Context: an optimization exercise on an open-source flow, tuned for small area, a short achievable clock period and few clock cycles per item. The choices shown serve that exercise and are no tape-out recipe.
For this run, only the layout was checked, not whether the RTL still works.

===== config.mk =====
export PLATFORM = sky130hd
export DESIGN_NAME = gift128
export DESIGN_NICKNAME = gift128
export VERILOG_FILES = /design/flow/design.v
export SDC_FILE = /design/flow/constraint.sdc
export NUM_CORES = 4
export LEC_CHECK = 0
export CAP_MARGIN = 20
export CORE_MARGIN = 2
export CORE_UTILIZATION = 55
export CTS_CLUSTER_DIAMETER = 120
export CTS_CLUSTER_SIZE = 24
export SLEW_MARGIN = 20
export SYNTH_HIERARCHICAL = 1

===== constraint.sdc =====
create_clock -name core_clock -period 10.0 [get_ports {clk}]
set_input_delay 2.0000 -clock core_clock [delete_from_list [all_inputs] [get_ports {clk}]]
set_output_delay 2.0000 -clock core_clock [all_outputs]
set_load 0.01 [all_outputs]

===== design.v =====
module gift128(input  wire clk,
               input  wire [127:0] P,
               input  wire [127:0] K,
               input  wire ld,
               output wire [127:0] C,
               output wire done);
    localparam R = 3;     
    localparam M = 2;     
    reg  [127:0] state;
    reg  [127:0] roundkey;
    reg  [5:0]   rc;        
    reg          done_r;    
    function [127:0] key_update(input [127:0] w);
        begin
            key_update = {w[17:16], w[31:18], w[11:0], w[15:12], w[127:32]};
        end
    endfunction
    function [5:0] rc_update(input [5:0] c);
        begin
            rc_update = {c[4:0], ~(c[5] ^ c[4])};
        end
    endfunction
    wire [127:0] st [0:R];
    wire [127:0] kw [0:R];
    wire [5:0]   cw [0:R];
    wire [127:0] st_in [0:R-1];
    wire [127:0] kw_in [0:R-1];
    wire [5:0]   cw_in [0:R-1];
    assign st[0] = state;
    assign kw[0] = roundkey;
    assign cw[0] = rc;
    genvar j;
    generate
        for (j = 0; j < R; j = j + 1) begin : rnd
            if (j == M) begin : mx
                assign st_in[j] = ld ? P : st[j];
                assign kw_in[j] = ld ? K : kw[j];
                assign cw_in[j] = ld ? 6'h01 : cw[j];
            end else begin : nomx
                assign st_in[j] = st[j];
                assign kw_in[j] = kw[j];
                assign cw_in[j] = cw[j];
            end
            gift_round round (.s(st_in[j]), .k1(kw_in[j][31:0]), .k2(kw_in[j][95:64]),
                              .c(cw_in[j]), .y(st[j+1]));
            assign kw[j+1] = key_update(kw_in[j]);
            assign cw[j+1] = rc_update(cw_in[j]);
        end
    endgenerate
    wire [5:0] rc_next = cw[R];
    always @(posedge clk) begin
        done_r   <= (rc_next == 6'h34);    
        state    <= st[R];
        roundkey <= kw[R];
        rc       <= rc_next;
    end
    assign C    = state;
    assign done = done_r;
endmodule
module gift_round(input wire [127:0] s, input wire [31:0] k1, input wire [31:0] k2,
                  input wire [5:0] c, output wire [127:0] y);
    gift_sbox_k sb0 (.s0(s[96]), .s1(s[64]), .s2(s[32]), .s3(s[0]), .k1(k1[8]), .k2(k2[16]),
        .y0(y[96]), .y1(y[72]), .y2(y[48]), .y3(y[24]));
    gift_sbox_k sb1 (.s0(s[97]), .s1(s[65]), .s2(s[33]), .s3(s[1]), .k1(k1[0]), .k2(k2[8]),
        .y0(y[120]), .y1(y[64]), .y2(y[40]), .y3(y[16]));
    gift_sbox_k sb2 (.s0(s[98]), .s1(s[66]), .s2(s[34]), .s3(s[2]), .k1(k1[24]), .k2(k2[0]),
        .y0(y[112]), .y1(y[88]), .y2(y[32]), .y3(y[8]));
    gift_sbox_kc sb3 (.s0(s[99]), .s1(s[67]), .s2(s[35]), .s3(s[3]), .k1(k1[16]), .k2(k2[24]), .k3(c[0]),
        .y0(y[104]), .y1(y[80]), .y2(y[56]), .y3(y[0]));
    gift_sbox_k sb4 (.s0(s[100]), .s1(s[68]), .s2(s[36]), .s3(s[4]), .k1(k1[9]), .k2(k2[17]),
        .y0(y[97]), .y1(y[73]), .y2(y[49]), .y3(y[25]));
    gift_sbox_k sb5 (.s0(s[101]), .s1(s[69]), .s2(s[37]), .s3(s[5]), .k1(k1[1]), .k2(k2[9]),
        .y0(y[121]), .y1(y[65]), .y2(y[41]), .y3(y[17]));
    gift_sbox_k sb6 (.s0(s[102]), .s1(s[70]), .s2(s[38]), .s3(s[6]), .k1(k1[25]), .k2(k2[1]),
        .y0(y[113]), .y1(y[89]), .y2(y[33]), .y3(y[9]));
    gift_sbox_kc sb7 (.s0(s[103]), .s1(s[71]), .s2(s[39]), .s3(s[7]), .k1(k1[17]), .k2(k2[25]), .k3(c[1]),
        .y0(y[105]), .y1(y[81]), .y2(y[57]), .y3(y[1]));
    gift_sbox_k sb8 (.s0(s[104]), .s1(s[72]), .s2(s[40]), .s3(s[8]), .k1(k1[10]), .k2(k2[18]),
        .y0(y[98]), .y1(y[74]), .y2(y[50]), .y3(y[26]));
    gift_sbox_k sb9 (.s0(s[105]), .s1(s[73]), .s2(s[41]), .s3(s[9]), .k1(k1[2]), .k2(k2[10]),
        .y0(y[122]), .y1(y[66]), .y2(y[42]), .y3(y[18]));
    gift_sbox_k sb10 (.s0(s[106]), .s1(s[74]), .s2(s[42]), .s3(s[10]), .k1(k1[26]), .k2(k2[2]),
        .y0(y[114]), .y1(y[90]), .y2(y[34]), .y3(y[10]));
    gift_sbox_kc sb11 (.s0(s[107]), .s1(s[75]), .s2(s[43]), .s3(s[11]), .k1(k1[18]), .k2(k2[26]), .k3(c[2]),
        .y0(y[106]), .y1(y[82]), .y2(y[58]), .y3(y[2]));
    gift_sbox_k sb12 (.s0(s[108]), .s1(s[76]), .s2(s[44]), .s3(s[12]), .k1(k1[11]), .k2(k2[19]),
        .y0(y[99]), .y1(y[75]), .y2(y[51]), .y3(y[27]));
    gift_sbox_k sb13 (.s0(s[109]), .s1(s[77]), .s2(s[45]), .s3(s[13]), .k1(k1[3]), .k2(k2[11]),
        .y0(y[123]), .y1(y[67]), .y2(y[43]), .y3(y[19]));
    gift_sbox_k sb14 (.s0(s[110]), .s1(s[78]), .s2(s[46]), .s3(s[14]), .k1(k1[27]), .k2(k2[3]),
        .y0(y[115]), .y1(y[91]), .y2(y[35]), .y3(y[11]));
    gift_sbox_kc sb15 (.s0(s[111]), .s1(s[79]), .s2(s[47]), .s3(s[15]), .k1(k1[19]), .k2(k2[27]), .k3(c[3]),
        .y0(y[107]), .y1(y[83]), .y2(y[59]), .y3(y[3]));
    gift_sbox_k sb16 (.s0(s[112]), .s1(s[80]), .s2(s[48]), .s3(s[16]), .k1(k1[12]), .k2(k2[20]),
        .y0(y[100]), .y1(y[76]), .y2(y[52]), .y3(y[28]));
    gift_sbox_k sb17 (.s0(s[113]), .s1(s[81]), .s2(s[49]), .s3(s[17]), .k1(k1[4]), .k2(k2[12]),
        .y0(y[124]), .y1(y[68]), .y2(y[44]), .y3(y[20]));
    gift_sbox_k sb18 (.s0(s[114]), .s1(s[82]), .s2(s[50]), .s3(s[18]), .k1(k1[28]), .k2(k2[4]),
        .y0(y[116]), .y1(y[92]), .y2(y[36]), .y3(y[12]));
    gift_sbox_kc sb19 (.s0(s[115]), .s1(s[83]), .s2(s[51]), .s3(s[19]), .k1(k1[20]), .k2(k2[28]), .k3(c[4]),
        .y0(y[108]), .y1(y[84]), .y2(y[60]), .y3(y[4]));
    gift_sbox_k sb20 (.s0(s[116]), .s1(s[84]), .s2(s[52]), .s3(s[20]), .k1(k1[13]), .k2(k2[21]),
        .y0(y[101]), .y1(y[77]), .y2(y[53]), .y3(y[29]));
    gift_sbox_k sb21 (.s0(s[117]), .s1(s[85]), .s2(s[53]), .s3(s[21]), .k1(k1[5]), .k2(k2[13]),
        .y0(y[125]), .y1(y[69]), .y2(y[45]), .y3(y[21]));
    gift_sbox_k sb22 (.s0(s[118]), .s1(s[86]), .s2(s[54]), .s3(s[22]), .k1(k1[29]), .k2(k2[5]),
        .y0(y[117]), .y1(y[93]), .y2(y[37]), .y3(y[13]));
    gift_sbox_kc sb23 (.s0(s[119]), .s1(s[87]), .s2(s[55]), .s3(s[23]), .k1(k1[21]), .k2(k2[29]), .k3(c[5]),
        .y0(y[109]), .y1(y[85]), .y2(y[61]), .y3(y[5]));
    gift_sbox_k sb24 (.s0(s[120]), .s1(s[88]), .s2(s[56]), .s3(s[24]), .k1(k1[14]), .k2(k2[22]),
        .y0(y[102]), .y1(y[78]), .y2(y[54]), .y3(y[30]));
    gift_sbox_k sb25 (.s0(s[121]), .s1(s[89]), .s2(s[57]), .s3(s[25]), .k1(k1[6]), .k2(k2[14]),
        .y0(y[126]), .y1(y[70]), .y2(y[46]), .y3(y[22]));
    gift_sbox_k sb26 (.s0(s[122]), .s1(s[90]), .s2(s[58]), .s3(s[26]), .k1(k1[30]), .k2(k2[6]),
        .y0(y[118]), .y1(y[94]), .y2(y[38]), .y3(y[14]));
    gift_sbox_k sb27 (.s0(s[123]), .s1(s[91]), .s2(s[59]), .s3(s[27]), .k1(k1[22]), .k2(k2[30]),
        .y0(y[110]), .y1(y[86]), .y2(y[62]), .y3(y[6]));
    gift_sbox_kn sb28 (.s0(s[124]), .s1(s[92]), .s2(s[60]), .s3(s[28]), .k1(k1[15]), .k2(k2[23]),
        .y0(y[103]), .y1(y[79]), .y2(y[55]), .y3(y[31]));
    gift_sbox_k sb29 (.s0(s[125]), .s1(s[93]), .s2(s[61]), .s3(s[29]), .k1(k1[7]), .k2(k2[15]),
        .y0(y[127]), .y1(y[71]), .y2(y[47]), .y3(y[23]));
    gift_sbox_k sb30 (.s0(s[126]), .s1(s[94]), .s2(s[62]), .s3(s[30]), .k1(k1[31]), .k2(k2[7]),
        .y0(y[119]), .y1(y[95]), .y2(y[39]), .y3(y[15]));
    gift_sbox_k sb31 (.s0(s[127]), .s1(s[95]), .s2(s[63]), .s3(s[31]), .k1(k1[23]), .k2(k2[31]),
        .y0(y[111]), .y1(y[87]), .y2(y[63]), .y3(y[7]));
endmodule
module gift_sbox_k(input wire s0, input wire s1, input wire s2, input wire s3,
                   input wire k1, input wire k2,
                   output wire y0, output wire y1, output wire y2, output wire y3);
    wire t1 = s1 ^ (s0 & s2);
    wire t0 = s0 ^ (t1 & s3);
    wire t2 = s2 ^ (t0 | t1);
    wire t3 = s3 ^ t2;
    wire u1 = t1 ^ t3;
    wire u2 = t2 ^ (t0 & u1);
    assign y0 = ~t3;
    assign y1 = u1 ^ k1;
    assign y2 = u2 ^ k2;
    assign y3 = t0;
endmodule
module gift_sbox_kn(input wire s0, input wire s1, input wire s2, input wire s3,
                    input wire k1, input wire k2,
                    output wire y0, output wire y1, output wire y2, output wire y3);
    wire t1 = s1 ^ (s0 & s2);
    wire t0 = s0 ^ (t1 & s3);
    wire t2 = s2 ^ (t0 | t1);
    wire t3 = s3 ^ t2;
    wire u1 = t1 ^ t3;
    wire u2 = t2 ^ (t0 & u1);
    assign y0 = ~t3;
    assign y1 = u1 ^ k1;
    assign y2 = u2 ^ k2;
    assign y3 = ~t0;
endmodule
module gift_sbox_kc(input wire s0, input wire s1, input wire s2, input wire s3,
                    input wire k1, input wire k2, input wire k3,
                    output wire y0, output wire y1, output wire y2, output wire y3);
    wire t1 = s1 ^ (s0 & s2);
    wire t0 = s0 ^ (t1 & s3);
    wire t2 = s2 ^ (t0 | t1);
    wire t3 = s3 ^ t2;
    wire u1 = t1 ^ t3;
    wire u2 = t2 ^ (t0 & u1);
    assign y0 = ~t3;
    assign y1 = u1 ^ k1;
    assign y2 = u2 ^ k2;
    assign y3 = t0 ^ k3;
endmodule

===== flow/run.sh =====
#!/bin/bash
# The standard ORFS layout, with 1x port buffers instead of the default
# (clkdlybuf4s50_1) and, if flow/margin.txt exists, timing repair aimed that
# many ns below the clock period (setup margin). The make output goes to
# flow_std.log here; ORFS's per-step logs are under orfs/logs.
set -euo pipefail
ARGS=("BUFFER_PORTS_ARGS=-buffer_cell sky130_fd_sc_hd__buf_1")
if [[ -f flow/margin.txt ]]; then ARGS+=("SETUP_SLACK_MARGIN=$(cat flow/margin.txt)"); fi
bash standard.sh "${ARGS[@]}" finish > flow_std.log 2>&1

===== flow/margin.txt =====
6.8

===== standard.sh =====
#!/bin/bash
# synth_recipe.tcl (not shown) runs the flow's synth.tcl, then flattens the netlist and writes it again
# the make line also repeats each setting of config.mk as NAME=value (left out here)
make -C /OpenROAD-flow-scripts/flow DESIGN_CONFIG=/design/flow/config.mk WORK_HOME=/design/flow/orfs CLKGATE_MAP_FILE= SYNTH_SCRIPT=/design/flow/synth_recipe.tcl "${@:-finish}"

==> Implementation_results.wiki <==
{| class="wikitable"
! Metric !! Value
|-
| Final-report max-slew violation count || 0
|-
| Number of global-route vias before repair || 15917
|-
| Data arrival at the endpoint of the critical path || 3.56 ns
|-
| Worst clock skew || 0.01881 ns
|-
| #FFs+latches synth || 263
|-
| Die area || 40270 um^2
|-
| Core region area || 38380 um^2
|-
| Cts bufs inserted || 14
|-
| Maximum number of pins on one net before global-route repair || 63
|-
| First-pass GRT wire length || 107.2 mm
|-
| Type of the worst setup path || input port to flip-flop
|-
| Total of warnings raised by yosys || 7
|-
| Type of destination of the critical path || flip-flop
|-
| Overall via count from detail_route || 17746
|-
| Share of the cycle needed by the critical path after routing || 31.92%
|-
| Final period demand of the worst path || 3.192 ns
|-
| Detailed placement HPWL || 61.91 mm
|-
| Setup repair after global routing missed its margin || yes
|-
| Post-synthesis area per instance || 9.549 um^2
|-
| Antenna violation net count after detailed routing || 0
|-
| WL per Instance || 25.46 um
|-
| # rows || 72
|-
| Number of top-level pins || 387
|-
| Fraction of layout cells with a size suffix above 1 || 23.55%
|-
| Per-cell via count in the routed design || 5.874
|-
| Setup slack of the worst register-to-register path || 6.84 ns
|-
| Worst-case setup margin in the final layout || 6.808 ns
|-
| Combined area of all synthesized cells || 21270 um^2
|-
| Worst skew pair latency || 0.52 ns
|-
| Highest cell delay on the worst timing path || 0.42 ns
|-
| Area growth, synth to finish || 8.769%
|-
| Worst path slowest cell || sky130_fd_sc_hd__bufbuf_16
|-
| Synth Instances || 2228
|-
| Series of cell instances along the critical path || clkbuf_16 > bufbuf_16 > mux2_4 > xnor2_1 > xnor2_1
|-
| Effective utilization at floorplan || 55.43%
|-
| Worst slew slack as a fraction of its limit || 37.13%
|-
| Cell at the root of the clock tree || sky130_fd_sc_hd__clkbuf_16
|-
| Most frequent cells in the layout || sky130_fd_sc_hd__buf_1 (366), sky130_fd_sc_hd__xnor2_1 (301), sky130_fd_sc_hd__xor2_1 (185)
|-
| Total wire length || 76.91 mm
|-
| Die X-Extent || 200.7 um
|-
| Number of maximum-capacitance violations || 0
|-
| Hold/Removal Path Class || flip-flop to flip-flop
|-
| Critical path peak fanout || 31
|-
| Die outline height || 200.7 um
|-
| Count of buffers inserted at the top-level ports || 386
|-
| Share of the yosys chip area belonging to registers || 24.75%
|-
| Number of different library cells in the post-synthesis netlist || 24
|-
| CTS H-tree depth || 1
|-
| Hold slack || 0.5161 ns
|-
| Slew at the pin closest to its max-slew limit || 0.9363 ns
|-
| Buffers and inverters on the worst path || 2
|-
| Hold violation count in the final report || 0
|-
| Final #Nets || 2759
|-
| Drt first-iter violations || 1468
|-
| Core occupancy in the finished layout || 60.30%
|-
| TritonCTS clock tree || yes
|-
| Most numerous cell on the critical path || sky130_fd_sc_hd__xnor2_1
|-
| Post-placement worst setup slack || 4.882 ns
|-
| Setup total negative slack || 0 ns
|-
| Post-layout instance count excluding filler cells || 3021
|-
| Cell Count Post-Placement || 2992
|-
| Placer Congestion || 0.9367
|-
| Maximum clock path buffer count || 3
|-
| Final setup viols || 0
|-
| Top achievable clock speed || 0.3133 GHz
|-
| Post-synthesis net count || 2486
|-
| Clock transition at the registers of the reported paths || 0.11 ns
|-
| Number of buffers inserted for hold repair after clock tree synthesis || 0
|-
| Count of filler cells inserted in the layout || 3515
|-
| Total global-route track usage || 36.34%
|-
| WP data required || 10.37 ns
|-
| Worst path top cell family by delay || buffers and inverters
|-
| Drt first pass iters || 6
|-
| Most common library cell in the layout ignoring fill and taps || sky130_fd_sc_hd__buf_1
|-
| Number of clock sinks seen by CTS || 263
|-
| GRT overflow || 0
|-
| Nature of the critical path startpoint || input port
|-
| Remaining design rule violation count || 0
|-
| Result of the run || timing/DRC/antenna clean
|-
| Antenna violations before repair || 5
|}
per-stage QoR:
stage | instance area [um^2]
after floorplan | 21560
after global placement | 22100
after detailed placement | 22100
after CTS | 22930
after global routing | 23130
final | 23140
cell usage after synthesis:
| master | count | area share, % |
|---|---|---|
| sky130_fd_sc_hd__nor2_1 | 96 | 1.7 |
| sky130_fd_sc_hd__mux2_2 | 192 | 10 |
| sky130_fd_sc_hd__and2_1 | 78 | 2.3 |
| sky130_fd_sc_hd__nand2_1 | 96 | 1.7 |
| sky130_fd_sc_hd__nor2b_1 | 5 | 0.15 |
| sky130_fd_sc_hd__a21o_1 | 3 | 0.11 |
| sky130_fd_sc_hd__nor4bb_1 | 1 | 0.047 |
| sky130_fd_sc_hd__o21ai_0 | 117 | 2.8 |
| sky130_fd_sc_hd__o221ai_2 | 78 | 5.5 |
| sky130_fd_sc_hd__nand2b_1 | 98 | 2.9 |
| sky130_fd_sc_hd__mux2i_1 | 96 | 4.5 |
| sky130_fd_sc_hd__a21oi_1 | 153 | 3.6 |
| sky130_fd_sc_hd__xnor2_1 | 307 | 13 |
| sky130_fd_sc_hd__dfxtp_1 | 263 | 25 |
| sky130_fd_sc_hd__buf_2 | 21 | 0.49 |
| sky130_fd_sc_hd__a22oi_2 | 18 | 1.1 |
| sky130_fd_sc_hd__mux2_4 | 82 | 5.8 |
| sky130_fd_sc_hd__and2_2 | 18 | 0.64 |
| sky130_fd_sc_hd__o221ai_1 | 18 | 0.74 |
| sky130_fd_sc_hd__xor2_1 | 194 | 8.0 |
| sky130_fd_sc_hd__nand3_1 | 96 | 2.3 |
| sky130_fd_sc_hd__buf_6 | 122 | 6.5 |
| sky130_fd_sc_hd__and3_1 | 1 | 0.029 |
| sky130_fd_sc_hd__o21ai_1 | 75 | 1.8 |
per-module statistics from Yosys (local to each module, per instance), a selection:
module | cells inside | area, um^2 | flip-flops and latches
gift_sbox_kn | 17 | 127.6 | 0
gift_sbox_k | 17 | 125.1 | 0
gift128 | 560 | 8670 | 263
gift_sbox_kc | 19 | 157.7 | 0
cells by family after synthesis:
kind of cell / synth area share, %
buf+inv: 6.952
compound gates: 15.53
flops: 24.75
simple gates: 11.68
mux: 20.47
xor+xnor: 20.63
registers in the layout (all words and copies together) (netlist names):
| signal | count |
|---|---|
| roundkey | 128 |
| state | 128 |
| rc | 6 |
| done_r | 1 |
per-layer routing:
layer  wire (um)  global-route usage (%)  vias to the layer above  part of all wire, %
met1       33130                   48.91                     8615                   43
met2       35810                   61.12                      725                   47
met3        5279                   4.351                       98                  6.9
li1            -                       -                     8306                    -
met5          13                       0                        -                0.017
met4        2678                   10.79                        2                  3.5
path summary, 6_finish.rpt:
| check | start | endpoint | cells after the start |
|---|---|---|---|
| max | ld | state[104] | 5 |
| max reg2reg | state[86] | state[2] | 10 |
| min reg2reg | roundkey[38] | roundkey[74] | 1 |
| min | roundkey[38] | roundkey[74] | 1 |
timing repair:
action,CTS,global route
gates cloned,5,2
setup buffers,4,0
gates resized for setup,127,64
pin swaps,0,0
endpoints found under the setup margin,327,70
layout make-up:
type / instances / area [um^2] / share of cell area (%)
Tap cell: 518 / 648.1 / 2.801
Clock buffer: 16 / 379.1 / 1.638
Antenna cell: 2 / 5.005 / 0.02163
Timing Repair Buffer: 400 / 1800 / 7.781
Sequential cell: 263 / 5450 / 23.55
Multi-Input combinational cell: 1822 / 14860 / 64.20

-- afterwards: timing with drivers on the ports --
Ports are ideal in the flow. The routed layout listed here was re-timed in OpenROAD.
Step 1 (the two cells are an assumption about what drives the block):
set clk [get_ports {clk}]
set_driving_cell -lib_cell sky130_fd_sc_hd__clkbuf_16 $clk
set_driving_cell -lib_cell sky130_fd_sc_hd__buf_2 [delete_from_list [all_inputs] $clk]
Step 2, shift: input delay + t, output delay - t, t = (earliest + latest rising clock arrival at the registers) / 2. This alone moves slack from input paths to output paths.
Three values: ideal ports, drivers, drivers and shift; two values: the first two.
shift t [ns]: 0.569
slack for setup (ns): 6.808 / 6.715 / 6.146
worst setup path after step 2: input to register
After both steps this run still meets setup and hold. For this run, drivers alone change the setup slack by -0.093 ns; drivers and shift together by -0.662 ns.
